What follows belongs to an exercise in optimizing a design on an open flow for small area; a production flow would make more cautious choices.
Function was checked by simulation only, so behaviour that the tests miss may differ from the original.
Power is estimated from default activity; no workload was simulated.

<file path="flow/run.sh">
#!/bin/bash
# The standard layout (standard.sh), with these changes:
#  - the standard synthesis runs unchanged; then the logic is mapped again
#    for area, several ways: ABC on the standard netlist's combinational
#    logic (flow/reopt.tcl), and a fresh Yosys synthesis of the design
#    (flow/own_synth.tcl) whose registers are then given the standard
#    synthesis's instance names (flow/rename_regs.py); each from several ABC
#    seeds (flow/abc_area.script). The smallest netlist is kept; every
#    register keeps the standard synthesis's name and cell type;
#  - the ports are buffered with the smallest buffer;
#  - the clock tree uses clkbuf_8 and no dummy loads.
# Logs: make_synth.log, cand_*.log, pick.log, make_finish.log here, and each
# ORFS step's own log under orfs/logs/.
set -euo pipefail
R="$PWD/orfs/results/$FLOW_PLATFORM/clock_century/base"
LIB="$FLOW_HOME/platforms/$FLOW_PLATFORM/lib/sky130_fd_sc_hd__tt_025C_1v80.lib"
bash standard.sh synth > make_synth.log 2>&1
cp "$R/1_2_yosys.v" "$R/1_2_yosys_standard.v"
mkdir -p cand
run_cand() {   # kind seed
  local k=$1 s=$2
  sed "s/SEED/$s/g" flow/abc_area.script > "cand/abc_$k$s.script"
  if [[ $k == own ]]; then
    OWN_LIB="$LIB" OWN_DESIGN="$FLOW_DESIGN" OWN_ABC="$PWD/cand/abc_$k$s.script" \
    OWN_STAT="$PWD/cand/stat_$k$s.txt" OWN_OUT="$PWD/cand/raw_$k$s.v" \
        yosys -c flow/own_synth.tcl > "cand_$k$s.log" 2>&1 &&
    python3 flow/rename_regs.py "$R/1_2_yosys_standard.v" "cand/raw_$k$s.v" "cand/net_$k$s.v" \
        >> "cand_$k$s.log" 2>&1 || rm -f "cand/stat_$k$s.txt"
  else
    REOPT_LIB="$LIB" REOPT_IN="$R/1_2_yosys_standard.v" REOPT_OUT="$PWD/cand/net_$k$s.v" \
    REOPT_ABC="$PWD/cand/abc_$k$s.script" REOPT_STAT="$PWD/cand/stat_$k$s.txt" \
        yosys -c flow/reopt.tcl > "cand_$k$s.log" 2>&1 || rm -f "cand/stat_$k$s.txt"
  fi
}
for wave in "own 1;own 2;own 3;own 4" "own 5;own 6;own 7;own 8" "re 1;re 2;re 3;re 4"; do
  IFS=';' read -ra jobs <<< "$wave"
  for j in "${jobs[@]}"; do run_cand $j & done
  wait || true
done
python3 flow/pick.py cand/stat_*.txt > pick.log || true
best=$(head -1 pick.log | awk '{print $2}' | sed 's|cand/stat_\(.*\)\.txt|\1|')
if [[ -n "$best" && -f "cand/net_$best.v" ]]; then
  echo "kept $best" >> pick.log
  cp "cand/net_$best.v" "$R/1_2_yosys.v"
else
  echo "kept the standard synthesis" >> pick.log
fi
rm -f "$R/1_synth.odb" "$R/1_synth.sdc"
bash standard.sh \
    "BUFFER_PORTS_ARGS=-buffer_cell sky130_fd_sc_hd__buf_1" \
    "CTS_ARGS=-sink_clustering_enable -repair_clock_nets -dont_use_dummy_load -root_buf sky130_fd_sc_hd__clkbuf_8 -buf_list sky130_fd_sc_hd__clkbuf_8 -sink_clustering_size 50 -sink_clustering_max_diameter 500" \
    finish > make_finish.log 2>&1
</file>
<file path="flow/abc_area.script">
strash
dc2
&get -n
&deepsyn -T 60 -S SEED
&put
dch -f
amap
topo
strash
&get -n
&deepsyn -T 30 -S SEED
&put
dch -f
amap
topo
strash
&get -n
&deepsyn -T 30 -S SEED
&put
dch -f
amap
topo
</file>
<file path="flow/own_synth.tcl">
# Synthesizes the design again for area: Yosys's generic synthesis (without
# the fsm and share passes, flattened, as the standard synthesis), the same
# flip-flop mapping, then ABC with an area script (abc_area.script). Register
# instances are renamed to the standard synthesis's names afterwards
# (rename_regs.py).
yosys -import
set lib $::env(OWN_LIB)
read_verilog -sv $::env(OWN_DESIGN)
hierarchy -check -top $::env(FLOW_TOP)
synth -nofsm -noshare -flatten -top $::env(FLOW_TOP)
dfflibmap -liberty $lib -dont_use *lpflow* -dont_use *probe*
opt
abc -script $::env(OWN_ABC) -liberty $lib -dont_use *lpflow* -dont_use *probe*
opt_clean -purge
hilomap -singleton -hicell sky130_fd_sc_hd__conb_1 HI -locell sky130_fd_sc_hd__conb_1 LO
splitnets
opt_clean -purge
insbuf -buf sky130_fd_sc_hd__buf_4 A X
# left out here: hide names made inside functions, clean up
tee -o $::env(OWN_STAT) stat -liberty $lib
write_verilog -noattr -nohex -nodec $::env(OWN_OUT)
</file>
<file path="flow/pick.py">
#!/usr/bin/env python3
"""pick.py STAT... : prints the stat files ordered by cell area, leaving out
the buf_4 cells that insbuf adds (placement removes them before it buffers
the ports), smallest first. Missing or unreadable files are skipped."""
import re, sys
rows = []
for f in sys.argv[1:]:
    try:
        t = open(f).read()
    except OSError:
        continue
    m = re.search(r'Chip area for module .*: ([0-9.]+)', t)
    if not m:
        continue
    b = re.search(r'^\s*(\d+)\s+([0-9.]+)\s+sky130_fd_sc_hd__buf_4\s*$', t, re.M)
    rows.append((float(m.group(1)) - (float(b.group(2)) if b else 0.0), f))
for a, f in sorted(rows):
    print(f"{a:.3f} {f}")
</file>
<file path="flow/rename_regs.py">
#!/usr/bin/env python3
"""rename_regs.py STANDARD.v OWN.v OUT.v
Gives each flip-flop of OWN.v the instance name of the standard synthesis's
flip-flop that drives the same register net (its Q net), after prefixing
OWN.v's automatic _N_ names so that no name can clash. Fails unless both
netlists hold the same registers in the same cell types."""
import re, sys
INST = re.compile(r'^\s*(sky130_fd_sc_hd__\w+)\s+(\\\S+|[A-Za-z_][\w$]*)\s*\((.*?)\);', re.S | re.M)
def flops(text):
    out = {}
    for m in INST.finditer(text):
        cell, name, body = m.groups()
        if not cell.startswith('sky130_fd_sc_hd__df'):
            continue
        q = re.search(r'\.Q\((.*?)\)', body, re.S).group(1).strip()
        out[q] = (cell, name)
    return out
std = open(sys.argv[1]).read()
own = open(sys.argv[2]).read()
own = re.sub(r'(?<![\w\\$])_(\d+)_(?![\w$])', r'n_\1_', own)
fs, fo = flops(std), flops(own)
if set(fs) != set(fo):
    sys.exit(f"register nets differ: {sorted(set(fs) ^ set(fo))}")
ren = {}
for q, (cell, name) in fs.items():
    ocell, oname = fo[q]
    if ocell != cell:
        sys.exit(f"register on {q}: {ocell} here, {cell} in the standard synthesis")
    ren[oname] = name
def sub(m):
    cell, name, body = m.groups()
    if name in ren:
        return m.group(0).replace(name, ren[name] + ' ', 1) if name.startswith('\\') else \
               re.sub(r'^(\s*' + re.escape(cell) + r'\s+)' + re.escape(name), lambda k: k.group(1) + ren[name] + ' ', m.group(0), count=1)
    return m.group(0)
out = INST.sub(sub, own)
chk = flops(out)
for q, (cell, name) in fs.items():
    if chk[q] != (cell, name):
        sys.exit(f"renaming failed for {q}: {chk[q]} vs {(cell, name)}")
open(sys.argv[3], 'w').write(out)
print(f"renamed {len(ren)} registers")
</file>
<file path="flow/reopt.tcl">
# Re-maps the combinational logic of the standard synthesis's netlist with
# ABC (script abc_area.script beside this file), keeping every flip-flop and
# tie-cell instance, and so every register's name and cell type, unchanged.
yosys -import
set lib $::env(REOPT_LIB)
read_liberty -overwrite -ignore_miss_func -ignore_miss_dir $lib
read_verilog -overwrite $::env(REOPT_IN)
hierarchy -top $::env(FLOW_TOP)
blackbox {sky130_fd_sc_hd__df*} {sky130_fd_sc_hd__conb*}
flatten
opt_clean -purge
abc -script $::env(REOPT_ABC) -liberty $lib -dont_use *lpflow* -dont_use *probe*
opt_clean -purge
hilomap -singleton -hicell sky130_fd_sc_hd__conb_1 HI -locell sky130_fd_sc_hd__conb_1 LO
splitnets
opt_clean -purge
insbuf -buf sky130_fd_sc_hd__buf_4 A X
yosys rename -hide w:*.*
opt_clean -purge
tee -o $::env(REOPT_STAT) stat -liberty $lib
write_verilog -noattr -nohex -nodec $::env(REOPT_OUT)
</file>
<file path="standard.sh">
#!/bin/bash
# synth_recipe.tcl (not shown) runs the flow's synth.tcl, then flattens the netlist and writes it again
# the make line also repeats each setting of config.mk as NAME=value (left out here)
make -C /OpenROAD-flow-scripts/flow DESIGN_CONFIG=/design/flow/config.mk WORK_HOME=/design/flow/orfs CLKGATE_MAP_FILE= SYNTH_SCRIPT=/design/flow/synth_recipe.tcl "${@:-finish}"
</file>
<file path="config.mk">
export PLATFORM = sky130hd
export DESIGN_NAME = clock_century
export DESIGN_NICKNAME = clock_century
export VERILOG_FILES = /design/flow/design.v
export SDC_FILE = /design/flow/constraint.sdc
export NUM_CORES = 4
export LEC_CHECK = 0
export CAP_MARGIN = 5
export CORE_MARGIN = 2
export CORE_UTILIZATION = 40
export PLACE_DENSITY = 0.6
export SLEW_MARGIN = 5
</file>
<file path="constraint.sdc">
create_clock -name core_clock -period 10.0 [get_ports {clk}]
set_input_delay 2.0000 -clock core_clock [delete_from_list [all_inputs] [get_ports {clk}]]
set_output_delay 2.0000 -clock core_clock [all_outputs]
set_load 0.01 [all_outputs]
</file>
<file path="design.v">
module clock_century(
    input           clk,
    input           reset_n,
    input  [1:0]    mode,
    input  [5:0]    select,
    input           button_inc,
    input           button_dec,
    input           am_pm,
    input  [5:0]    alarm_min,
    input  [4:0]    alarm_hour,
    input           alarm_i,
    output reg      alarm_o,
    output [13:0]   led_day,
    output [13:0]   led_month,
    output [13:0]   led_year,
    output [13:0]   led_hour,
    output [13:0]   led_min,
    output [13:0]   led_sec
);
reg [6:0] sec;
reg [6:0] mnt;
reg [4:0] hr;
reg [4:0] dy;
reg [3:0] mon;
reg [7:0] yr;
reg alarm_en;
wire leap;
assign leap = (~yr[4] & ~yr[1] & ~yr[0]) | (yr[4] & yr[1] & ~yr[0]);
wire [1:0] dcls;
assign dcls[0] = (~mon[3] & mon[0]) | (mon[3] & ~mon[0]) | (leap & ~mon[2] & ~mon[0]);
assign dcls[1] = (mon[0]) | (mon[2]) | (mon[3]);
wire run_fwd = ~mode[1] & ~mode[0];
wire set_up  = ~mode[1] &  mode[0];
wire set_dn  =  mode[1] & ~mode[0];
wire run_bwd =  mode[1] &  mode[0];
wire [5:0] up, dn;
wire dir = mode[1];                        
wire run = ~(mode[1] ^ mode[0]);           
wire btn = mode[1] ? button_dec : button_inc;
wire [5:0] step;
wire sec_max;
assign sec_max = (sec[6] & sec[4] & sec[3] & sec[0]);
wire sec_min;
assign sec_min = (~sec[6] & ~sec[5] & ~sec[4] & ~sec[3] & ~sec[2] & ~sec[1] & ~sec[0]);
wire sec_wrap;
assign sec_wrap = (dir & ~sec[6] & ~sec[5] & ~sec[4] & ~sec[3] & ~sec[2] & ~sec[1] & ~sec[0]) | (~dir & sec[6] & sec[4] & sec[3] & sec[0]);
wire [6:0] sec_inc;
assign sec_inc[0] = (~sec[0]);
assign sec_inc[1] = (~sec[3] & ~sec[1] & sec[0]) | (sec[1] & ~sec[0]);
assign sec_inc[2] = (~sec[2] & sec[1] & sec[0]) | (sec[2] & ~sec[1]) | (sec[2] & ~sec[0]);
assign sec_inc[3] = (sec[2] & sec[1] & sec[0]) | (sec[3] & ~sec[0]);
assign sec_inc[4] = (~sec[4] & sec[3] & sec[0]) | (sec[4] & ~sec[3]) | (sec[4] & ~sec[0]);
assign sec_inc[5] = (~sec[6] & ~sec[5] & sec[4] & sec[3] & sec[0]) | (sec[5] & ~sec[4]) | (sec[5] & ~sec[3]) | (sec[5] & ~sec[0]);
assign sec_inc[6] = (sec[6] & ~sec[4]) | (sec[6] & ~sec[3]) | (sec[6] & ~sec[0]) | (sec[5] & sec[4] & sec[3] & sec[0]);
wire [6:0] sec_dec;
assign sec_dec[0] = (~sec[0]);
assign sec_dec[1] = (sec[1] & sec[0]) | (sec[2] & ~sec[1] & ~sec[0]) | (sec[3] & ~sec[0]);
assign sec_dec[2] = (sec[2] & sec[0]) | (sec[2] & sec[1]) | (sec[3] & ~sec[0]);
assign sec_dec[3] = (~sec[3] & ~sec[2] & ~sec[1] & ~sec[0]) | (sec[3] & sec[0]);
assign sec_dec[4] = (~sec[4] & ~sec[3] & ~sec[2] & ~sec[1] & ~sec[0]) | (sec[4] & sec[0]) | (sec[4] & sec[1]) | (sec[4] & sec[2]) | (sec[4] & sec[3]);
assign sec_dec[5] = (sec[6] & ~sec[4] & ~sec[3] & ~sec[2] & ~sec[1] & ~sec[0]) | (sec[5] & sec[0]) | (sec[5] & sec[1]) | (sec[5] & sec[2]) | (sec[5] & sec[3]) | (sec[5] & sec[4]);
assign sec_dec[6] = (~sec[6] & ~sec[5] & ~sec[4] & ~sec[3] & ~sec[2] & ~sec[1] & ~sec[0]) | (sec[6] & sec[0]) | (sec[6] & sec[1]) | (sec[6] & sec[2]) | (sec[6] & sec[3]) | (sec[6] & sec[4]);
always @(posedge clk or negedge reset_n)
    if (!reset_n) sec <= 7'd0;
    else if (step[0]) sec <= dir ? sec_dec : sec_inc;
wire mnt_max;
assign mnt_max = (mnt[6] & mnt[4] & mnt[3] & mnt[0]);
wire mnt_min;
assign mnt_min = (~mnt[6] & ~mnt[5] & ~mnt[4] & ~mnt[3] & ~mnt[2] & ~mnt[1] & ~mnt[0]);
wire mnt_wrap;
assign mnt_wrap = (dir & ~mnt[6] & ~mnt[5] & ~mnt[4] & ~mnt[3] & ~mnt[2] & ~mnt[1] & ~mnt[0]) | (~dir & mnt[6] & mnt[4] & mnt[3] & mnt[0]);
wire [6:0] mnt_inc;
assign mnt_inc[0] = (~mnt[0]);
assign mnt_inc[1] = (~mnt[3] & ~mnt[1] & mnt[0]) | (mnt[1] & ~mnt[0]);
assign mnt_inc[2] = (~mnt[2] & mnt[1] & mnt[0]) | (mnt[2] & ~mnt[1]) | (mnt[2] & ~mnt[0]);
assign mnt_inc[3] = (mnt[2] & mnt[1] & mnt[0]) | (mnt[3] & ~mnt[0]);
assign mnt_inc[4] = (~mnt[4] & mnt[3] & mnt[0]) | (mnt[4] & ~mnt[3]) | (mnt[4] & ~mnt[0]);
assign mnt_inc[5] = (~mnt[6] & ~mnt[5] & mnt[4] & mnt[3] & mnt[0]) | (mnt[5] & ~mnt[4]) | (mnt[5] & ~mnt[3]) | (mnt[5] & ~mnt[0]);
assign mnt_inc[6] = (mnt[6] & ~mnt[4]) | (mnt[6] & ~mnt[3]) | (mnt[6] & ~mnt[0]) | (mnt[5] & mnt[4] & mnt[3] & mnt[0]);
wire [6:0] mnt_dec;
assign mnt_dec[0] = (~mnt[0]);
assign mnt_dec[1] = (mnt[1] & mnt[0]) | (mnt[2] & ~mnt[1] & ~mnt[0]) | (mnt[3] & ~mnt[0]);
assign mnt_dec[2] = (mnt[2] & mnt[0]) | (mnt[2] & mnt[1]) | (mnt[3] & ~mnt[0]);
assign mnt_dec[3] = (~mnt[3] & ~mnt[2] & ~mnt[1] & ~mnt[0]) | (mnt[3] & mnt[0]);
assign mnt_dec[4] = (~mnt[4] & ~mnt[3] & ~mnt[2] & ~mnt[1] & ~mnt[0]) | (mnt[4] & mnt[0]) | (mnt[4] & mnt[1]) | (mnt[4] & mnt[2]) | (mnt[4] & mnt[3]);
assign mnt_dec[5] = (mnt[6] & ~mnt[4] & ~mnt[3] & ~mnt[2] & ~mnt[1] & ~mnt[0]) | (mnt[5] & mnt[0]) | (mnt[5] & mnt[1]) | (mnt[5] & mnt[2]) | (mnt[5] & mnt[3]) | (mnt[5] & mnt[4]);
assign mnt_dec[6] = (~mnt[6] & ~mnt[5] & ~mnt[4] & ~mnt[3] & ~mnt[2] & ~mnt[1] & ~mnt[0]) | (mnt[6] & mnt[0]) | (mnt[6] & mnt[1]) | (mnt[6] & mnt[2]) | (mnt[6] & mnt[3]) | (mnt[6] & mnt[4]);
always @(posedge clk or negedge reset_n)
    if (!reset_n) mnt <= 7'd0;
    else if (step[1]) mnt <= dir ? mnt_dec : mnt_inc;
wire hr_max;
assign hr_max = (~am_pm & hr[4] & hr[3]) | (am_pm & hr[3] & hr[2] & ~hr[1] & ~hr[0]);
wire hr_min;
assign hr_min = (~hr[4] & ~hr[3] & ~hr[2] & ~hr[1] & ~hr[0]);
wire hr_wrap;
assign hr_wrap = (dir & ~hr[4] & ~hr[3] & ~hr[2] & ~hr[1] & ~hr[0]) | (~dir & ~am_pm & hr[4] & hr[3]) | (~dir & am_pm & hr[3] & hr[2] & ~hr[1] & ~hr[0]);
wire [4:0] hr_inc;
assign hr_inc[0] = (~am_pm & ~hr[3] & ~hr[0]) | (~hr[4] & ~hr[3] & ~hr[0]) | (~hr[4] & ~hr[2] & ~hr[0]) | (~am_pm & hr[2] & ~hr[0]);
assign hr_inc[1] = (~am_pm & ~hr[1] & hr[0]) | (~am_pm & hr[1] & ~hr[0]) | (~hr[4] & ~hr[3] & ~hr[1] & hr[0]) | (~hr[4] & ~hr[3] & hr[1] & ~hr[0]) | (hr[3] & ~hr[2] & ~hr[1] & hr[0]) | (hr[3] & ~hr[2] & hr[1] & ~hr[0]);
assign hr_inc[2] = (~am_pm & hr[2] & ~hr[1]) | (~am_pm & hr[2] & ~hr[0]) | (~am_pm & ~hr[2] & hr[1] & hr[0]) | (~hr[4] & ~hr[2] & hr[1] & hr[0]) | (~hr[4] & ~hr[3] & hr[2] & ~hr[1]) | (~hr[4] & ~hr[3] & hr[2] & ~hr[0]);
assign hr_inc[3] = (~hr[4] & ~hr[3] & hr[2] & hr[1] & hr[0]) | (~hr[4] & hr[3] & ~hr[2]) | (~am_pm & hr[3] & hr[2] & ~hr[1]) | (~am_pm & hr[3] & hr[1] & ~hr[0]) | (~am_pm & ~hr[3] & hr[2] & hr[1] & hr[0]);
assign hr_inc[4] = (~am_pm & hr[3] & hr[2] & hr[1] & hr[0]) | (~am_pm & hr[4] & ~hr[3]);
wire [4:0] hr_dec;
assign hr_dec[0] = (hr[1] & ~hr[0]) | (hr[2] & ~hr[0]) | (hr[3] & ~hr[0]) | (hr[4] & ~hr[0]) | (am_pm & hr[3] & hr[2]) | (am_pm & hr[4]);
assign hr_dec[1] = (hr[1] & hr[0]) | (hr[2] & ~hr[1] & ~hr[0]) | (hr[3] & ~hr[1] & ~hr[0]) | (hr[4] & ~hr[1] & ~hr[0]) | (am_pm & hr[3] & hr[2]) | (am_pm & hr[4]);
assign hr_dec[2] = (~am_pm & hr[2] & hr[0]) | (~am_pm & hr[2] & hr[1]) | (~am_pm & hr[4] & ~hr[2] & ~hr[1] & ~hr[0]) | (am_pm & ~hr[4] & ~hr[2] & ~hr[1] & ~hr[0]) | (~hr[4] & ~hr[3] & hr[2] & hr[0]) | (~hr[4] & ~hr[3] & hr[2] & hr[1]) | (~am_pm & hr[3] & ~hr[2] & ~hr[1] & ~hr[0]);
assign hr_dec[3] = (~hr[3] & ~hr[2] & ~hr[1] & ~hr[0]) | (hr[3] & hr[0]) | (hr[3] & hr[1]) | (hr[3] & hr[2]) | (am_pm & hr[4]);
assign hr_dec[4] = (~am_pm & ~hr[4] & ~hr[3] & ~hr[2] & ~hr[1] & ~hr[0]) | (~am_pm & hr[4] & hr[0]) | (~am_pm & hr[4] & hr[1]) | (~am_pm & hr[4] & hr[2]) | (~am_pm & hr[4] & hr[3]);
always @(posedge clk or negedge reset_n)
    if (!reset_n) hr <= 5'd0;
    else if (step[2]) hr <= dir ? hr_dec : hr_inc;
wire dy_max;
assign dy_max = (~dcls[1] & ~dcls[0] & dy[4] & dy[3] & dy[2] & ~dy[1] & ~dy[0]) | (~dcls[1] & dcls[0] & dy[4] & dy[3] & dy[2] & ~dy[1] & dy[0]) | (dcls[1] & ~dcls[0] & dy[4] & dy[3] & dy[2] & dy[1] & ~dy[0]) | (dcls[1] & dcls[0] & dy[4] & dy[3] & dy[2] & dy[1] & dy[0]);
wire dy_min;
assign dy_min = (~dy[4] & ~dy[3] & ~dy[2] & ~dy[1]);
wire dy_wrap;
assign dy_wrap = (dir & ~dy[4] & ~dy[3] & ~dy[2] & ~dy[1]) | (~dir & ~dcls[1] & ~dcls[0] & dy[4] & dy[3] & dy[2] & ~dy[1] & ~dy[0]) | (~dir & ~dcls[1] & dcls[0] & dy[4] & dy[3] & dy[2] & ~dy[1] & dy[0]) | (~dir & dcls[1] & ~dcls[0] & dy[4] & dy[3] & dy[2] & dy[1] & ~dy[0]) | (~dir & dcls[1] & dcls[0] & dy[4] & dy[3] & dy[2] & dy[1] & dy[0]);
wire [4:0] dy_inc;
assign dy_inc[0] = (~dy[0]) | (~dcls[1] & dy[4] & dy[3] & dy[2]) | (dy[4] & dy[3] & dy[2] & dy[1]);
assign dy_inc[1] = (~dy[4] & ~dy[1] & dy[0]) | (~dy[4] & dy[1] & ~dy[0]) | (~dy[3] & ~dy[1] & dy[0]) | (~dy[3] & dy[1] & ~dy[0]) | (~dy[2] & ~dy[1] & dy[0]) | (~dy[2] & dy[1] & ~dy[0]) | (dcls[1] & ~dy[1] & dy[0]) | (dcls[1] & dcls[0] & dy[1] & ~dy[0]);
assign dy_inc[2] = (~dy[2] & dy[1] & dy[0]) | (~dy[4] & dy[2] & ~dy[1]) | (~dy[4] & dy[2] & ~dy[0]) | (~dy[3] & dy[2] & ~dy[1]) | (~dy[3] & dy[2] & ~dy[0]) | (dcls[0] & dy[2] & ~dy[1] & ~dy[0]) | (dcls[1] & dy[2] & ~dy[1]) | (dcls[1] & dcls[0] & dy[2] & ~dy[0]);
assign dy_inc[3] = (~dy[3] & dy[2] & dy[1] & dy[0]) | (dy[3] & ~dy[2]) | (~dy[4] & dy[3] & ~dy[1]) | (~dy[4] & dy[3] & ~dy[0]) | (dcls[0] & dy[3] & ~dy[1] & ~dy[0]) | (dcls[1] & dy[3] & ~dy[1]) | (dcls[1] & dcls[0] & dy[3] & ~dy[0]);
assign dy_inc[4] = (~dy[4] & dy[3] & dy[2] & dy[1] & dy[0]) | (dy[4] & ~dy[3]) | (dy[4] & ~dy[2]) | (dcls[0] & dy[4] & ~dy[1] & ~dy[0]) | (dcls[1] & dy[4] & ~dy[1]) | (dcls[1] & dcls[0] & dy[4] & ~dy[0]);
wire [4:0] dy_dec;
assign dy_dec[0] = (~dcls[1] & ~dcls[0] & dy[4] & dy[3] & dy[2]) | (dcls[0] & ~dy[4] & ~dy[3] & ~dy[2] & ~dy[1]) | (~dy[4] & ~dy[0]) | (~dy[3] & ~dy[0]) | (~dy[2] & ~dy[0]) | (~dy[1] & ~dy[0]) | (~dcls[0] & dy[4] & dy[3] & dy[2] & dy[1]) | (dcls[1] & ~dy[0]);
assign dy_dec[1] = (~dy[1] & ~dy[0]) | (~dcls[1] & ~dcls[0] & dy[4] & dy[3] & dy[2]) | (~dy[4] & dy[1] & dy[0]) | (~dy[3] & dy[1] & dy[0]) | (~dy[2] & dy[1] & dy[0]) | (dcls[1] & dcls[0] & dy[1] & dy[0]) | (dcls[1] & ~dy[4] & ~dy[3] & ~dy[2] & ~dy[1]);
assign dy_dec[2] = (~dy[2] & ~dy[1] & ~dy[0]) | (~dy[4] & dy[2] & dy[0]) | (~dy[4] & dy[2] & dy[1]) | (~dy[3] & dy[2] & dy[0]) | (~dy[3] & dy[2] & dy[1]) | (dcls[0] & dy[2] & dy[0]) | (dcls[0] & dy[2] & dy[1]) | (dcls[1] & dy[2] & dy[0]) | (dcls[1] & dy[2] & dy[1]) | (~dy[4] & ~dy[3] & ~dy[2] & ~dy[1]);
assign dy_dec[3] = (dy[3] & dy[1]) | (dy[3] & dy[2]) | (~dy[3] & ~dy[2] & ~dy[1] & ~dy[0]) | (dy[3] & dy[0]) | (~dy[4] & ~dy[3] & ~dy[2] & ~dy[1]);
assign dy_dec[4] = (dy[4] & dy[1]) | (dy[4] & dy[2]) | (dy[4] & dy[3]) | (~dy[3] & ~dy[2] & ~dy[1] & dy[0]);
always @(posedge clk or negedge reset_n)
    if (!reset_n) dy <= 5'd1;
    else if (step[3]) dy <= dir ? dy_dec : dy_inc;
wire mon_max;
assign mon_max = (mon[3] & mon[2]);
wire mon_min;
assign mon_min = (~mon[3] & ~mon[2] & ~mon[1]);
wire mon_wrap;
assign mon_wrap = (dir & ~mon[3] & ~mon[2] & ~mon[1]) | (~dir & mon[3] & mon[2]);
wire [3:0] mon_inc;
assign mon_inc[0] = (~mon[0]);
assign mon_inc[1] = (~mon[1] & mon[0]) | (mon[1] & ~mon[0]);
assign mon_inc[2] = (~mon[2] & mon[1] & mon[0]) | (~mon[3] & mon[2] & ~mon[0]) | (mon[2] & ~mon[1] & mon[0]);
assign mon_inc[3] = (mon[2] & mon[1] & mon[0]) | (mon[3] & ~mon[2]);
wire [3:0] mon_dec;
assign mon_dec[0] = (~mon[0]);
assign mon_dec[1] = (mon[1] & mon[0]) | (~mon[1] & ~mon[0]);
assign mon_dec[2] = (mon[2] & mon[1]) | (~mon[2] & ~mon[1] & ~mon[0]) | (~mon[3] & ~mon[1] & mon[0]);
assign mon_dec[3] = (mon[3] & mon[1]) | (mon[3] & mon[2]) | (~mon[2] & ~mon[1] & mon[0]);
always @(posedge clk or negedge reset_n)
    if (!reset_n) mon <= 4'd1;
    else if (step[4]) mon <= dir ? mon_dec : mon_inc;
wire yr_max;
assign yr_max = (yr[7] & yr[5]);
wire yr_min;
assign yr_min = (~yr[7] & ~yr[6] & ~yr[5] & ~yr[4] & ~yr[3] & ~yr[2] & ~yr[1] & ~yr[0]);
wire yr_wrap;
assign yr_wrap = (dir & ~yr[7] & ~yr[6] & ~yr[5] & ~yr[4] & ~yr[3] & ~yr[2] & ~yr[1] & ~yr[0]) | (~dir & yr[7] & yr[5]);
wire [7:0] yr_inc;
assign yr_inc[0] = (~yr[5] & ~yr[0]) | (~yr[7] & ~yr[0]);
assign yr_inc[1] = (~yr[3] & ~yr[1] & yr[0]) | (yr[1] & ~yr[0]);
assign yr_inc[2] = (~yr[2] & yr[1] & yr[0]) | (yr[2] & ~yr[1]) | (yr[2] & ~yr[0]);
assign yr_inc[3] = (yr[2] & yr[1] & yr[0]) | (yr[3] & ~yr[0]);
assign yr_inc[4] = (~yr[4] & yr[3] & yr[0]) | (yr[4] & ~yr[3]) | (yr[4] & ~yr[0]);
assign yr_inc[5] = (~yr[5] & yr[4] & yr[3] & yr[0]) | (~yr[7] & yr[5] & ~yr[3]) | (~yr[7] & yr[5] & ~yr[4]) | (~yr[7] & yr[5] & ~yr[0]);
assign yr_inc[6] = (~yr[6] & yr[5] & yr[4] & yr[3] & yr[0]) | (yr[6] & ~yr[5]) | (yr[6] & ~yr[4]) | (yr[6] & ~yr[3]) | (yr[6] & ~yr[0]);
assign yr_inc[7] = (yr[7] & ~yr[5]) | (yr[6] & yr[5] & yr[4] & yr[3] & yr[0]);
wire [7:0] yr_dec;
assign yr_dec[0] = (yr[7] & ~yr[0]) | (yr[1] & ~yr[0]) | (yr[2] & ~yr[0]) | (yr[3] & ~yr[0]) | (yr[4] & ~yr[0]) | (yr[5] & ~yr[0]) | (yr[6] & ~yr[0]);
assign yr_dec[1] = (yr[1] & yr[0]) | (yr[2] & ~yr[1] & ~yr[0]) | (yr[3] & ~yr[0]);
assign yr_dec[2] = (yr[2] & yr[0]) | (yr[2] & yr[1]) | (yr[3] & ~yr[0]);
assign yr_dec[3] = (yr[7] & ~yr[3] & ~yr[2] & ~yr[1] & ~yr[0]) | (yr[6] & ~yr[3] & ~yr[2] & ~yr[1] & ~yr[0]) | (yr[3] & yr[0]) | (yr[4] & ~yr[3] & ~yr[2] & ~yr[1] & ~yr[0]) | (yr[5] & ~yr[3] & ~yr[2] & ~yr[1] & ~yr[0]);
assign yr_dec[4] = (yr[7] & ~yr[4] & ~yr[3] & ~yr[2] & ~yr[1] & ~yr[0]) | (yr[4] & yr[0]) | (yr[4] & yr[1]) | (yr[4] & yr[2]) | (yr[4] & yr[3]) | (yr[5] & ~yr[4] & ~yr[3] & ~yr[2] & ~yr[1] & ~yr[0]) | (yr[6] & ~yr[4] & ~yr[3] & ~yr[2] & ~yr[1] & ~yr[0]);
assign yr_dec[5] = (~yr[5] & ~yr[4] & ~yr[3] & ~yr[2] & ~yr[1] & ~yr[0]) | (yr[5] & yr[0]) | (yr[5] & yr[1]) | (yr[5] & yr[2]) | (yr[5] & yr[3]) | (yr[5] & yr[4]);
assign yr_dec[6] = (yr[7] & ~yr[5] & ~yr[4] & ~yr[3] & ~yr[2] & ~yr[1] & ~yr[0]) | (yr[6] & yr[0]) | (yr[6] & yr[1]) | (yr[6] & yr[2]) | (yr[6] & yr[3]) | (yr[6] & yr[4]) | (yr[6] & yr[5]);
assign yr_dec[7] = (~yr[7] & ~yr[6] & ~yr[5] & ~yr[4] & ~yr[3] & ~yr[2] & ~yr[1] & ~yr[0]) | (yr[7] & yr[0]) | (yr[7] & yr[1]) | (yr[7] & yr[2]) | (yr[7] & yr[3]) | (yr[7] & yr[4]) | (yr[7] & yr[5]);
always @(posedge clk or negedge reset_n)
    if (!reset_n) yr <= 8'd0;
    else if (step[5]) yr <= dir ? yr_dec : yr_inc;
assign step[0] = run | (select[0] & btn);
assign step[1] = run ? (sec_wrap) : (select[1] & btn);
assign step[2] = run ? (sec_wrap & mnt_wrap) : (select[2] & btn);
assign step[3] = run ? (sec_wrap & mnt_wrap & hr_wrap) : (select[3] & btn);
assign step[4] = run ? (sec_wrap & mnt_wrap & hr_wrap & dy_wrap) : (select[4] & btn);
assign step[5] = run ? (sec_wrap & mnt_wrap & hr_wrap & dy_wrap & mon_wrap) : (select[5] & btn);
assign led_sec[0] = (~sec[3] & ~sec[2] & ~sec[1] & sec[0]) | (sec[2] & ~sec[1] & ~sec[0]);
assign led_sec[1] = (sec[2] & ~sec[1] & sec[0]) | (sec[2] & sec[1] & ~sec[0]);
assign led_sec[2] = (~sec[2] & sec[1] & ~sec[0]);
assign led_sec[3] = (~sec[3] & ~sec[2] & ~sec[1] & sec[0]) | (sec[2] & ~sec[1] & ~sec[0]) | (sec[2] & sec[1] & sec[0]);
assign led_sec[4] = (sec[0]) | (sec[2] & ~sec[1]);
assign led_sec[5] = (~sec[3] & ~sec[2] & sec[0]) | (~sec[2] & sec[1]) | (sec[1] & sec[0]);
assign led_sec[6] = (~sec[3] & ~sec[2] & ~sec[1]) | (sec[2] & sec[1] & sec[0]);
assign led_sec[7] = (sec[6] & ~sec[4]) | (~sec[6] & ~sec[5] & sec[4]);
assign led_sec[8] = (sec[6] & sec[4]);
assign led_sec[9] = (sec[5] & ~sec[4]);
assign led_sec[10] = (sec[6] & ~sec[4]) | (~sec[6] & ~sec[5] & sec[4]);
assign led_sec[11] = (sec[4]) | (sec[6]);
assign led_sec[12] = (~sec[6] & sec[4]) | (sec[5]);
assign led_sec[13] = (~sec[6] & ~sec[5]);
assign led_min[0] = (~mnt[3] & ~mnt[2] & ~mnt[1] & mnt[0]) | (mnt[2] & ~mnt[1] & ~mnt[0]);
assign led_min[1] = (mnt[2] & ~mnt[1] & mnt[0]) | (mnt[2] & mnt[1] & ~mnt[0]);
assign led_min[2] = (~mnt[2] & mnt[1] & ~mnt[0]);
assign led_min[3] = (~mnt[3] & ~mnt[2] & ~mnt[1] & mnt[0]) | (mnt[2] & ~mnt[1] & ~mnt[0]) | (mnt[2] & mnt[1] & mnt[0]);
assign led_min[4] = (mnt[0]) | (mnt[2] & ~mnt[1]);
assign led_min[5] = (~mnt[3] & ~mnt[2] & mnt[0]) | (~mnt[2] & mnt[1]) | (mnt[1] & mnt[0]);
assign led_min[6] = (~mnt[3] & ~mnt[2] & ~mnt[1]) | (mnt[2] & mnt[1] & mnt[0]);
assign led_min[7] = (mnt[6] & ~mnt[4]) | (~mnt[6] & ~mnt[5] & mnt[4]);
assign led_min[8] = (mnt[6] & mnt[4]);
assign led_min[9] = (mnt[5] & ~mnt[4]);
assign led_min[10] = (mnt[6] & ~mnt[4]) | (~mnt[6] & ~mnt[5] & mnt[4]);
assign led_min[11] = (mnt[4]) | (mnt[6]);
assign led_min[12] = (~mnt[6] & mnt[4]) | (mnt[5]);
assign led_min[13] = (~mnt[6] & ~mnt[5]);
assign led_hour[0] = (~hr[4] & ~hr[3] & ~hr[2] & ~hr[1] & hr[0]) | (~hr[4] & ~hr[3] & hr[2] & ~hr[1] & ~hr[0]) | (hr[4] & hr[2] & ~hr[1] & hr[0]) | (hr[4] & hr[3]) | (hr[3] & ~hr[2] & hr[1] & hr[0]) | (hr[3] & hr[2] & hr[1] & ~hr[0]);
assign led_hour[1] = (hr[4] & ~hr[3] & ~hr[2] & ~hr[1] & ~hr[0]) | (~hr[4] & ~hr[3] & hr[2] & ~hr[1] & hr[0]) | (~hr[4] & ~hr[3] & hr[2] & hr[1] & ~hr[0]) | (hr[3] & hr[2] & hr[1] & hr[0]);
assign led_hour[2] = (~hr[4] & ~hr[3] & ~hr[2] & hr[1] & ~hr[0]) | (hr[3] & hr[2] & ~hr[1] & ~hr[0]) | (hr[4] & hr[2] & hr[1] & ~hr[0]);
assign led_hour[3] = (~hr[3] & ~hr[2] & ~hr[1] & hr[0]) | (~hr[4] & ~hr[3] & hr[2] & ~hr[1] & ~hr[0]) | (~hr[4] & ~hr[3] & hr[2] & hr[1] & hr[0]) | (hr[3] & ~hr[2] & hr[1] & hr[0]) | (hr[3] & hr[2] & hr[1] & ~hr[0]) | (hr[4] & ~hr[1] & hr[0]) | (hr[4] & hr[3]);
assign led_hour[4] = (hr[0]) | (~hr[4] & ~hr[3] & hr[2] & ~hr[1]) | (hr[3] & hr[2] & hr[1]) | (hr[4] & hr[3]);
assign led_hour[5] = (~hr[4] & ~hr[3] & ~hr[2] & hr[1]) | (hr[3] & hr[2] & ~hr[1]) | (hr[4] & hr[2] & hr[1]) | (hr[4] & ~hr[1] & hr[0]) | (~hr[4] & ~hr[2] & hr[1] & hr[0]) | (~hr[4] & ~hr[3] & ~hr[2] & hr[0]) | (~hr[4] & ~hr[3] & hr[1] & hr[0]);
assign led_hour[6] = (~hr[4] & ~hr[3] & ~hr[2] & ~hr[1]) | (~hr[4] & ~hr[3] & hr[2] & hr[1] & hr[0]) | (hr[3] & ~hr[2] & hr[1]) | (hr[4] & hr[2] & ~hr[1]) | (hr[4] & ~hr[1] & hr[0]);
assign led_hour[7] = (hr[3] & hr[1]) | (hr[3] & hr[2]) | (hr[4] & ~hr[3] & ~hr[2]);
assign led_hour[8] = 1'b0;
assign led_hour[9] = (hr[4] & hr[2]) | (hr[4] & hr[3]);
assign led_hour[10] = (hr[3] & hr[1]) | (hr[3] & hr[2]) | (hr[4] & ~hr[3] & ~hr[2]);
assign led_hour[11] = (hr[3] & hr[1]) | (hr[3] & hr[2]) | (hr[4] & ~hr[3] & ~hr[2]);
assign led_hour[12] = (hr[3] & hr[1]) | (hr[3] & hr[2]) | (hr[4]);
assign led_hour[13] = (~hr[4]) | (~hr[3] & ~hr[2]);
assign led_day[0] = (~dy[4] & ~dy[3] & ~dy[2] & ~dy[1]) | (~dy[4] & ~dy[3] & ~dy[1] & ~dy[0]) | (dy[4] & ~dy[3] & dy[2] & ~dy[1] & dy[0]) | (dy[4] & dy[3] & ~dy[2] & ~dy[1] & ~dy[0]) | (~dy[4] & dy[3] & ~dy[2] & dy[1] & dy[0]) | (~dy[4] & dy[3] & dy[2] & dy[1] & ~dy[0]) | (dy[4] & dy[3] & dy[2] & dy[1] & dy[0]);
assign led_day[1] = (~dy[3] & ~dy[2] & ~dy[1] & ~dy[0]) | (~dy[4] & ~dy[3] & dy[2] & ~dy[1] & dy[0]) | (~dy[4] & ~dy[3] & dy[2] & dy[1] & ~dy[0]) | (dy[4] & dy[3] & ~dy[2] & ~dy[1] & dy[0]) | (dy[4] & dy[3] & ~dy[2] & dy[1] & ~dy[0]) | (~dy[4] & dy[3] & dy[2] & dy[1] & dy[0]);
assign led_day[2] = (~dy[4] & ~dy[3] & ~dy[2] & ~dy[0]) | (~dy[4] & dy[3] & dy[2] & ~dy[1] & ~dy[0]) | (dy[4] & ~dy[3] & dy[2] & dy[1] & ~dy[0]);
assign led_day[3] = (~dy[4] & ~dy[3] & ~dy[1] & ~dy[0]) | (~dy[4] & ~dy[3] & dy[2] & dy[1] & dy[0]) | (dy[3] & ~dy[2] & dy[1] & dy[0]) | (~dy[4] & dy[3] & dy[2] & dy[1] & ~dy[0]) | (dy[4] & ~dy[3] & ~dy[1] & dy[0]) | (dy[4] & dy[3] & ~dy[2] & ~dy[1] & ~dy[0]) | (dy[4] & dy[3] & dy[1] & dy[0]) | (~dy[4] & ~dy[3] & ~dy[2] & ~dy[1]);
assign led_day[4] = (dy[0]) | (~dy[4] & ~dy[3] & ~dy[1]) | (~dy[4] & dy[3] & dy[2] & dy[1]) | (dy[4] & dy[3] & ~dy[2] & ~dy[1]);
assign led_day[5] = (~dy[4] & ~dy[3] & ~dy[2]) | (~dy[4] & dy[3] & dy[2] & ~dy[1]) | (dy[4] & ~dy[3] & dy[2] & dy[1]) | (dy[3] & ~dy[2] & dy[1] & dy[0]) | (dy[4] & ~dy[3] & ~dy[1] & dy[0]) | (~dy[4] & ~dy[3] & dy[1] & dy[0]) | (dy[4] & dy[3] & dy[1] & dy[0]);
assign led_day[6] = (~dy[4] & ~dy[3] & dy[2] & dy[1] & dy[0]) | (~dy[4] & dy[3] & ~dy[2] & dy[1]) | (dy[4] & ~dy[3] & dy[2] & ~dy[1]) | (dy[4] & dy[3] & dy[2] & dy[1]) | (~dy[3] & ~dy[2] & ~dy[1] & dy[0]) | (dy[3] & ~dy[2] & dy[1] & dy[0]);
assign led_day[7] = (~dy[4] & dy[3] & dy[1]) | (~dy[4] & dy[3] & dy[2]) | (dy[4] & ~dy[3] & ~dy[2]);
assign led_day[8] = 1'b0;
assign led_day[9] = (dy[4] & ~dy[3] & dy[2]) | (dy[4] & dy[3] & ~dy[2]) | (dy[4] & dy[2] & ~dy[1]);
assign led_day[10] = (~dy[4] & dy[3] & dy[1]) | (~dy[4] & dy[3] & dy[2]) | (dy[4] & ~dy[3] & ~dy[2]);
assign led_day[11] = (~dy[4] & dy[3] & dy[1]) | (~dy[4] & dy[3] & dy[2]) | (dy[4] & ~dy[3] & ~dy[2]) | (dy[3] & dy[2] & dy[1]);
assign led_day[12] = (dy[3] & dy[1]) | (dy[3] & dy[2]) | (dy[4]);
assign led_day[13] = (~dy[4]) | (~dy[3] & ~dy[2]);
assign led_year[0] = (~yr[3] & ~yr[2] & ~yr[1] & yr[0]) | (yr[2] & ~yr[1] & ~yr[0]);
assign led_year[1] = (yr[2] & ~yr[1] & yr[0]) | (yr[2] & yr[1] & ~yr[0]);
assign led_year[2] = (~yr[2] & yr[1] & ~yr[0]);
assign led_year[3] = (~yr[3] & ~yr[2] & ~yr[1] & yr[0]) | (yr[2] & ~yr[1] & ~yr[0]) | (yr[2] & yr[1] & yr[0]);
assign led_year[4] = (yr[0]) | (yr[2] & ~yr[1]);
assign led_year[5] = (~yr[3] & ~yr[2] & yr[0]) | (~yr[2] & yr[1]) | (yr[1] & yr[0]);
assign led_year[6] = (~yr[3] & ~yr[2] & ~yr[1]) | (yr[2] & yr[1] & yr[0]);
assign led_year[7] = (yr[6] & ~yr[5] & ~yr[4]) | (~yr[7] & ~yr[6] & ~yr[5] & yr[4]);
assign led_year[8] = (yr[6] & ~yr[5] & yr[4]) | (yr[6] & yr[5] & ~yr[4]);
assign led_year[9] = (~yr[7] & ~yr[6] & yr[5] & ~yr[4]);
assign led_year[10] = (yr[6] & ~yr[5] & ~yr[4]) | (~yr[7] & ~yr[6] & ~yr[5] & yr[4]) | (yr[6] & yr[5] & yr[4]);
assign led_year[11] = (yr[4]) | (yr[6] & ~yr[5]);
assign led_year[12] = (~yr[7] & ~yr[6] & yr[4]) | (~yr[7] & ~yr[6] & yr[5]) | (yr[5] & yr[4]);
assign led_year[13] = (~yr[7] & ~yr[6] & ~yr[5]) | (yr[7] & yr[5]) | (yr[6] & yr[5] & yr[4]);
assign led_month[0] = (~mon[3] & ~mon[2] & ~mon[1]) | (mon[3] & mon[1] & mon[0]) | (~mon[3] & ~mon[1] & ~mon[0]);
assign led_month[1] = (mon[2] & ~mon[1] & mon[0]) | (mon[2] & mon[1] & ~mon[0]);
assign led_month[2] = (~mon[3] & ~mon[2] & ~mon[0]) | (mon[3] & mon[2]);
assign led_month[3] = (~mon[3] & ~mon[2] & ~mon[1]) | (mon[3] & mon[1] & mon[0]) | (~mon[3] & ~mon[1] & ~mon[0]) | (mon[2] & mon[1] & mon[0]);
assign led_month[4] = (mon[0]) | (~mon[3] & ~mon[1]);
assign led_month[5] = (~mon[3] & ~mon[2]) | (mon[1] & mon[0]) | (mon[3] & mon[2]);
assign led_month[6] = (~mon[3] & ~mon[2] & ~mon[1]) | (mon[3] & mon[1]) | (mon[2] & mon[1] & mon[0]);
assign led_month[7] = (mon[3] & mon[1]) | (mon[3] & mon[2]);
assign led_month[8] = 1'b0;
assign led_month[9] = 1'b0;
assign led_month[10] = (mon[3] & mon[1]) | (mon[3] & mon[2]);
assign led_month[11] = (mon[3] & mon[1]) | (mon[3] & mon[2]);
assign led_month[12] = (mon[3] & mon[1]) | (mon[3] & mon[2]);
assign led_month[13] = 1'b1;
wire [5:0] mnt_bin;
assign mnt_bin[0] = (mnt[0]);
assign mnt_bin[1] = (~mnt[4] & mnt[1]) | (mnt[4] & ~mnt[1]);
assign mnt_bin[2] = (~mnt[5] & ~mnt[4] & mnt[2]) | (~mnt[5] & mnt[4] & ~mnt[2] & mnt[1]) | (~mnt[5] & mnt[2] & ~mnt[1]) | (mnt[5] & ~mnt[4] & ~mnt[2]) | (mnt[5] & ~mnt[2] & ~mnt[1]) | (mnt[5] & mnt[4] & mnt[2] & mnt[1]);
assign mnt_bin[3] = (mnt[6] & ~mnt[4] & ~mnt[3]) | (~mnt[6] & ~mnt[4] & mnt[3]) | (mnt[6] & mnt[2] & mnt[1]) | (mnt[6] & mnt[4] & mnt[3]) | (mnt[5] & ~mnt[4] & mnt[2]) | (~mnt[6] & ~mnt[5] & mnt[4] & ~mnt[3] & ~mnt[2]) | (mnt[5] & mnt[4] & ~mnt[3] & ~mnt[2] & ~mnt[1]) | (~mnt[6] & ~mnt[5] & mnt[4] & ~mnt[3] & ~mnt[1]);
assign mnt_bin[4] = (mnt[6] & mnt[3]) | (mnt[6] & mnt[4]) | (~mnt[5] & mnt[4] & mnt[2] & mnt[1]) | (~mnt[5] & mnt[4] & mnt[3]) | (mnt[5] & ~mnt[4]) | (mnt[5] & ~mnt[3] & ~mnt[2] & ~mnt[1]);
assign mnt_bin[5] = (mnt[6]) | (mnt[5] & mnt[4] & mnt[1]) | (mnt[5] & mnt[4] & mnt[2]) | (mnt[5] & mnt[4] & mnt[3]);
wire [4:0] hr_bin;
assign hr_bin[0] = (hr[0]);
assign hr_bin[1] = (hr[1]);
assign hr_bin[2] = (hr[2]);
assign hr_bin[3] = (hr[3]);
assign hr_bin[4] = (hr[4]);
wire alarm_hit = (alarm_min == mnt_bin) & (alarm_hour == hr_bin);
always @(posedge clk or negedge reset_n)
    if (!reset_n) alarm_en <= 1'b0;
    else if (alarm_i) alarm_en <= ~alarm_en;
always @(posedge clk or negedge reset_n)
    if (!reset_n) alarm_o <= 1'b0;
    else if (!alarm_en) alarm_o <= 1'b0;
    else if (alarm_hit) alarm_o <= 1'b1;
endmodule
</file>
==> flow_summary_export.csv, run 1 <==
group,metric,value,unit
timing,setup-violations-final,0,
die,die_w,92.9,um
route,ant_nets,0,
die,core,0.00769,mm2
grt,grt_max_degree,39,
route,drc,0,
outcome,outcome,"finished clean",
timing,slew_violations,0,
setup_path,worstPathRequired,10200,ps
clock_network,cts-htree-levels,2,
timing,fmax,0.174,GHz
die,die-area,0.00864,mm2
placement,dpl.hpwl,6.77,mm
clock_network,ctsRootBufferMaster,"clkbuf_8",
route,wl_met1,4.23,mm
placement,gp_congestion,0.890,
clock_network,hold_buffers,0,
die,die-height,92.9,um
timing,timing.final.ws_setup,4240,ps
yosys,yosysWarningCount,1,
clock_network,cts.sinks,38,
grt,antenna_found_initial,0,
setup_path,cp-start-kind,"input port",
route,via_per_inst,5.44,
finish,finalNetCount,612,
setup_path,crit_path_max_fanout,20,
route,avgRoutedWirePerCell,12.9,um
yosys,syn_area_per_cell,6.55,um2
finish,drive_above_1_share,1.54,%
clock_network,cts_buffers,5,
route,dr_wl_met2,3.94,mm
finish,seqCellArea,953,um2
timing,setup-tns-final,0,ps
clock_network,insertion_delay,290,ps
grt,track_usage,20.7,%
setup_path,critPathArrivalTime,5960,ps
clock_network,clkTransAtPathRegs,70,ps
finish,multi_input_area,0.00185,mm2
grt,grt_pass1_vias,3235,
grt,overflow,0,
timing,rsz0062_at_grt,"false",
die,start_util,41.1,%
route,via_count,3736,
die,rows,32,
clock_network,cts_tree,"done",
clock_network,cts_max_path_buffers,2,
route,met3WireLength,588,um
hold_path,min_path_type,"register to register",
clock_network,ctsResizeCount,0,
finish,syn_to_final_growth,16.6,%
route,first_pass_iters,4,
timing,hold_violations,0,
setup_path,end_kind,"register",
finish,n_antenna_cell,0,
placement,portBuffers,104,
yosys,netlist_instances,483,
timing,tightest_slew,979,ps
die,io_pins,110,
route,initialDrtViolationCount,162,
timing,timing.final.crit_share,57.6,%
yosys,netlist_area,0.00316,mm2
pwr,power.leakage,1.32,nW
setup_path,crit_type,"input port to register",
flow_run,cap_viol_max_count,0,
route,wl,8.83,mm
pwr,ir_drop,0.152,mV
pwr,p_per_area,362,mW/mm2
timing,skew,9.91,ps
timing,min_period,5760,ps
timing,slew_headroom,34.8,%
grt,grt_pass1_wl,14.9,mm
placement,dp_slack,4030,ps
route,routed.top_layer,"met4",
clock_network,postCtsSetupBuffers,0,
finish,nFillCells,850,
==> critical path: stages <==
cell and delay [ps]:
buf_1 70, buf_4 230, clkinv_1 520, nor4_1 640, clkinv_1 180, nor2_1 110
o21ai_0 110, nor2_1 120, a21oi_1 80, or2_0 250, nor2_1 190, clkinv_1 190
nor2_1 160, a21oi_1 120, nor2b_1 220, clkinv_1 150, nor3_1 250, nor2_1 90
nor2_1 130, nand2_1 60, o21ai_0 80
==> power breakdown <==
part / internal, mW / switching, mW / leakage (nW)
Clock: 0.0449 / 0.0498 / 0.0359
Combinational: 0.307 / 0.597 / 0.834
Sequential: 0.225 / 0.112 / 0.453
Total: 0.577 / 0.758 / 1.32
==> cells in the final DEF (no fill, tap or decap), types with 10 or more instances in the layout <==
cell	n
a21oi_1	33
a31oi_1	10
buf_1	103
clkinv_1	78
dfrtp_1	36
nand2_1	43
nor2_1	102
nor3_1	21
o21ai_0	52
o22ai_1	17
==> worst paths after layout <==
check | from | endpoint | slack (ps) | cells past startpoint
hold / removal | alarm_en | alarm_en | 480 | 1
min in group asynchronous | reset_n | sec[5] | 1860 | 1
hold reg to reg | alarm_en | alarm_en | 480 | 1
max in group asynchronous | reset_n | dy[4] | 7530 | 1
setup / recovery | mode[1] | yr[4] | 4240 | 21
setup reg to reg | hr[1] | yr[4] | 5730 | 21
==> routing by layer <==
layer,GRT usage [%],vias up
li1,-,1897
met1,30.2,1693
met2,32.5,139
met5,0,-
met4,4.17,0
met3,3.01,7
==> stage by stage <==
step | hold WS (ps) | instances | instance area [um2] | utilization [%] | total power, mW
final | 476 | 687 | 3690 | 48.0 | 1.34
after global placement | 452 | 682 | 3620 | 47.1 | 1.23
after CTS | 479 | 687 | 3690 | 48.0 | 1.34
after detailed placement | 467 | 682 | 3620 | 47.1 | 1.24
after global routing | 513 | 687 | 3690 | 48.0 | 1.49
after floorplan | 440 | 486 | 3170 | - | 0.975
==> cell type report <==
type,instances,share of cell area [%]
timing repair buffer,105,10.8
tap,102,3.46
multi-input combinational,359,50.1
sequential,38,25.9
inverter,78,7.94
clock buffer,5,1.87
==> run 2, diff against run 1 <==
--- a/config.mk
+++ b/config.mk
@@ -8,5 +8,5 @@
 export CAP_MARGIN = 5
 export CORE_MARGIN = 2
-export CORE_UTILIZATION = 40
-export PLACE_DENSITY = 0.6
+export CORE_UTILIZATION = 65
+export PLACE_DENSITY = 0.8
 export SLEW_MARGIN = 5
==> run 2 against run 1 <==
  * Final cell count shrank 5.1%
  * Critical path depth is the same
  * Synthesized cell count is the same
  * Sequential share of layout area grew 0.31 points
  * Via count grew 3.0%
  * Core utilization grew 29 points
  * Sequential power is essentially flat
  * Global-route usage grew 11 points
  * Clock power grew 2%
  * Design area shrank 1.2%
  * Largest cell class unchanged
==> flow_summary_export.csv, run 2 <==
group,metric,value,unit
die,die-height,73.8,um
timing,setup-violations-final,0,
placement,portBuffers,104,
timing,min_period,5870,ps
finish,nFillCells,359,
setup_path,crit_chain,"buf_1 -> buf_4 -> clkinv_1 -> nor4_1 -> clkinv_1 -> nor2_1 -> o21ai_0 -> nor2_1 -> a21oi_1 -> or2_0 -> nor2_1 -> clkinv_1 -> nor2_1 -> a21oi_1 -> nor2b_1 -> clkinv_1 -> nor3_1 -> nor2_1 -> nor2_1 -> nand2_1 -> o21ai_0",
yosys,syn_area_per_cell,6.55,um2
clock_network,cts-htree-levels,2,
pwr,power.leakage,1.32,nW
timing,timing.final.crit_share,58.7,%
grt,grt_max_degree,39,
route,avgRoutedWirePerCell,13.3,um
route,drc,0,
setup_path,regToRegSetupSlack,5620,ps
setup_path,worstReg2RegStart,"hr[1]",
placement,dp.cells,647,
grt,use_met1,40.7,%
clock_network,cts.sinks,38,
setup_path,crit_path_end,"yr[4]",
timing,hold_violations,0,
outcome,outcome,"finished clean",
yosys,netlist_instances,483,
setup_path,critPathArrivalTime,6090,ps
clock_network,cts_buffers,5,
route,ant_nets,0,
timing,setup-tns-final,0,ps
route,first_pass_iters,5,
pwr,p_per_area,368,mW/mm2
timing,slew_headroom,36.1,%
timing,rsz0062_at_grt,"false",
die,core,0.00472,mm2
yosys,netlist_area,0.00316,mm2
route,via_per_inst,5.90,
finish,stdcell_count,652,
finish,final_cell_mix,"103 x buf_1, 102 x nor2_1, 78 x clkinv_1, 52 x o21ai_0, 43 x nand2_1",
clock_network,clkTransAtPathRegs,80,ps
grt,grt_pass1_wl,13.8,mm
finish,finalNetCount,612,
pwr,p_total,1.34,mW
hold_path,min_path_type,"register to register",
timing,tightest_slew,959,ps
clock_network,hold_buffers,0,
die,start_util,67.0,%
flow_run,cap_viol_max_count,0,
die,io_pins,110,
grt,grt.busiest_layer,"met2",
setup_path,end_kind,"register",
finish,layout_commonest_cell,"buf_1",
setup_path,crit_path_max_fanout,20,
finish,n_antenna_cell,0,
clock_network,insertion_delay,300,ps
route,initialDrtViolationCount,374,
die,die-area,0.00544,mm2
placement,dpl.hpwl,6.51,mm
die,rows,25,
timing,skew,15.8,ps
grt,antenna_found_initial,0,
finish,drive_above_1_share,1.54,%
clock_network,ctsResizeCount,0,
setup_path,crit_type,"input port to register",
die,die_w,73.8,um
finish,syn_to_final_growth,15.2,%
grt,met2_usage,53.1,%
setup_path,reg2reg_depth,21,
timing,hold_ws,462,ps
placement,placed_area,0.00357,mm2
grt,met3_usage,5.90,%
placement,dp_slack,4060,ps
grt,overflow,0,
placement,gp_congestion,0.913,
route,via_count,3849,
timing,slew_violations,0,
clock_network,cts_tree,"done",
route,wl,8.65,mm
setup_path,startpoint,"mode[1]",
setup_path,cpPeakStageDelay,650,ps
timing,fmax,0.170,GHz
setup_path,slowest_stage,"nor4_1",
setup_path,r2r_end,"yr[4]",
clock_network,cts_max_path_buffers,2,
setup_path,worstPathRequired,10220,ps
clock_network,ctsRootBufferMaster,"clkbuf_8",
timing,timing.final.ws_setup,4130,ps
setup_path,cp-start-kind,"input port",
finish,final_area,0.00364,mm2
pwr,ir_drop,0.210,mV
grt,track_usage,31.8,%
grt,grt_pass1_vias,3230,
yosys,yosysWarningCount,1,
setup_path,crit_top_cell,"nor2_1",
finish,fin_util,77.1,%
clock_network,postCtsSetupBuffers,0,
==> run 2: worst min path at each step <==
| stage | cells after the start | slack (ps) | end | start |
|---|---|---|---|---|
| floorplan | 1 | 440 | alarm_en | alarm_en |
| global placement | 1 | 450 | alarm_en | alarm_en |
| detailed placement | 1 | 460 | alarm_en | alarm_en |
| CTS | 1 | 470 | alarm_en | alarm_en |
| global route | 1 | 510 | alarm_en | alarm_en |
| finish | 1 | 460 | alarm_en | alarm_en |
==> run 2: layout make-up <==
class | instances | area, um2 | share of cell area, %
Clock buffer | 5 | 68.8 | 1.89
Inverter | 78 | 293 | 8.04
Multi-Input combinational cell | 359 | 1850 | 50.7
Sequential cell | 38 | 953 | 26.2
Tap cell | 67 | 83.8 | 2.30
Timing Repair Buffer | 105 | 399 | 11.0
==> run 2: power breakdown <==
group / internal (mW) / total [mW] / switching, mW
Sequential: 0.225 / 0.338 / 0.113
Clock: 0.0450 / 0.0963 / 0.0513
Combinational: 0.307 / 0.909 / 0.601
Total: 0.577 / 1.34 / 0.765
==> run 2: worst max-delay path: cells and delay by family <==
kind,cells,cell delay [ps]
AND/OR/NAND/NOR,11,2310
buffers and inverters,6,1360
AO/OA/AOI/OAI,4,410
==> run 2: metal layers <==
layer  up-vias  wire, um  part of all wire (%)
li1       1891         -                     -
met1      1703      3630                    42
met2       222      4050                    47
met3        33       766                   8.9
met4         0       209                   2.4
met5         -         0                     0
==> run 3, diff against run 2 <==
--- a/flow/run.sh
+++ b/flow/run.sh
@@ -33,5 +33,5 @@
   fi
 }
-for wave in "own 1;own 2;own 3;own 4" "own 5;own 6;own 7;own 8" "re 1;re 2;re 3;re 4"; do
+for wave in "own 1;own 2;own 3;own 4" "own 5;own 6;own 7;own 8" "own 9;own 10;own 11;own 12" "own 13;own 14;own 15;own 16" "re 1;re 2;re 3;re 4"; do
   IFS=';' read -ra jobs <<< "$wave"
   for j in "${jobs[@]}"; do run_cand $j & done
--- a/config.mk
+++ b/config.mk
@@ -8,5 +8,5 @@
 export CAP_MARGIN = 5
 export CORE_MARGIN = 2
-export CORE_UTILIZATION = 65
-export PLACE_DENSITY = 0.8
+export CORE_UTILIZATION = 40
+export PLACE_DENSITY = 0.6
 export SLEW_MARGIN = 5
==> run 3 against run 2 <==
  * Still clean
  * Sequential power hardly changed
  * Worst hold slack improved by 14 ps
  * Clock skew is 5.9 ps lower
  * Global-route usage fell by 11 points
  * First-iteration DRC count shrank 57%
  * Critical endpoint unchanged
==> flow_summary_export.csv, run 3 <==
group,metric,value,unit
setup_path,worstPathRequired,10200,ps
clock_network,cts_max_path_buffers,2,
hold_path,min_path_type,"register to register",
timing,hold_ws,476,ps
finish,layout_commonest_cell,"buf_1",
pwr,p_per_area,362,mW/mm2
timing,timing.final.crit_share,57.6,%
die,die-area,0.00864,mm2
yosys,netlist_instances,483,
grt,track_usage,20.7,%
timing,setup-tns-final,0,ps
finish,finalNetCount,612,
grt,grt_pass1_wl,14.9,mm
setup_path,cpPeakStageDelay,640,ps
finish,final_area,0.00369,mm2
route,initialDrtViolationCount,162,
route,wl,8.83,mm
die,start_util,41.1,%
placement,dpl.hpwl,6.77,mm
finish,final_cell_mix,"103 x buf_1, 102 x nor2_1, 78 x clkinv_1, 52 x o21ai_0, 43 x nand2_1",
grt,antenna_found_initial,0,
setup_path,crit_type,"input port to register",
setup_path,crit_chain,"buf_1 -> buf_4 -> clkinv_1 -> nor4_1 -> clkinv_1 -> nor2_1 -> o21ai_0 -> nor2_1 -> a21oi_1 -> or2_0 -> nor2_1 -> clkinv_1 -> nor2_1 -> a21oi_1 -> nor2b_1 -> clkinv_1 -> nor3_1 -> nor2_1 -> nor2_1 -> nand2_1 -> o21ai_0",
clock_network,cts.sinks,38,
timing,rsz0062_at_grt,"false",
grt,grt_pass1_vias,3235,
timing,fmax,0.174,GHz
finish,n_antenna_cell,0,
setup_path,crit_top_cell,"nor2_1",
clock_network,cts_buffers,5,
route,drc,0,
setup_path,cp-start-kind,"input port",
placement,placed_area,0.00362,mm2
yosys,syn_area_per_cell,6.55,um2
route,avgRoutedWirePerCell,12.9,um
outcome,outcome,"finished clean",
placement,dp.cells,682,
die,core,0.00769,mm2
setup_path,end_kind,"register",
route,via_count,3736,
finish,syn_to_final_growth,16.6,%
pwr,ir_drop,0.152,mV
clock_network,cts_tree,"done",
setup_path,crit_path_max_fanout,20,
setup_path,critPathArrivalTime,5960,ps
clock_network,ctsRootBufferMaster,"clkbuf_8",
die,die-height,92.9,um
placement,portBuffers,104,
finish,stdcell_count,687,
finish,nFillCells,850,
timing,hold_violations,0,
die,rows,32,
timing,tightest_slew,979,ps
route,first_pass_iters,4,
grt,grt_max_degree,39,
timing,min_period,5760,ps
timing,skew,9.91,ps
pwr,power.leakage,1.32,nW
timing,slew_headroom,34.8,%
route,via_per_inst,5.44,
placement,gp_congestion,0.890,
grt,overflow,0,
timing,slew_violations,0,
setup_path,slowest_stage,"nor4_1",
clock_network,ctsResizeCount,0,
die,io_pins,110,
clock_network,postCtsSetupBuffers,0,
clock_network,insertion_delay,290,ps
clock_network,cts-htree-levels,2,
yosys,netlist_area,0.00316,mm2
die,die_w,92.9,um
flow_run,cap_viol_max_count,0,
route,ant_nets,0,
finish,drive_above_1_share,1.54,%
clock_network,clkTransAtPathRegs,70,ps
clock_network,hold_buffers,0,
timing,setup-violations-final,0,
yosys,yosysWarningCount,1,
run 3: final timing paths:
kind,from,end,slack [ps],depth (start not counted)
max in group asynchronous,reset_n,dy[4],7530,1
worst min register to register,alarm_en,alarm_en,480,1
min in group asynchronous,reset_n,sec[5],1860,1
worst max-delay path,mode[1],yr[4],4240,21
worst max register to register,hr[1],yr[4],5730,21
worst min-delay path,alarm_en,alarm_en,480,1
run 3: cell type report:
class                      instances  area, um2  share of cell area [%]
timing repair buffer             105        399                    10.8
tap                              102        128                    3.46
clock buffer                       5       68.8                    1.87
sequential                        38        953                    25.9
inverter                          78        293                    7.94
multi-input combinational        359       1850                    50.1
run 3: where the power goes:
group / internal (mW) / total (mW) / switching (mW)
registers: 0.225 / 0.337 / 0.112
clock network: 0.0449 / 0.0947 / 0.0498
logic: 0.307 / 0.903 / 0.597
run 3: layer usage:
metal | global-route usage, % | vias to the layer above | wire [um]
met5 | 0 | - | 0
met4 | 4.17 | 0 | 73
met3 | 3.01 | 7 | 588
met2 | 32.5 | 139 | 3940
met1 | 30.2 | 1693 | 4230
li1 | - | 1897 | -
run 3: through the flow:
step | setup slack [ps] | total power, mW | utilization [%]
after floorplan | 5170 | 0.975 | -
after global placement | 4230 | 1.23 | 47.1
after detailed placement | 4030 | 1.24 | 47.1
after CTS | 4280 | 1.34 | 48.0
after global routing | 3730 | 1.49 | 48.0
final | 4240 | 1.34 | 48.0
run 3: critical path: cells and delay by family:
| family | cells | cell delay (ps) |
|---|---|---|
| simple gates | 11 | 2220 |
| buf+inv | 6 | 1340 |
| compound gates | 4 | 390 |

-- port drivers added, routing unchanged --
In the flow no input, the clock included, has a driving cell. The finished layouts below were timed again as built, in two steps.
Step 1: set_driving_cell puts a clkbuf_16 on clk and a buf_2 on each other input, an assumption about the parent block.
Step 2 moves the port delays by t, midway between the first and last clock arrival at a register: inputs arrive t later, outputs are due t later. That takes back most of the time a late clock gives input paths.
Three values: ideal, step 1, step 2; two values: the first two.
run	shift t [ns]	setup WS [ns]	slew at the worst register clock pin (ns)	worst slew at a driven data input, ns
run 1	0.314	4.241 / 4.249 / 3.935	0.07 / 0.07	0.05
run 2	0.317	4.126 / 4.128 / 3.812	0.08 / 0.08	0.05
run 3	0.314	4.241 / 4.249 / 3.935	0.07 / 0.07	0.05
After both steps every run listed still meets setup and hold. The setup slack of run 2, which loses most, moves by +0.002 ns with the drivers and by -0.314 ns with both steps.
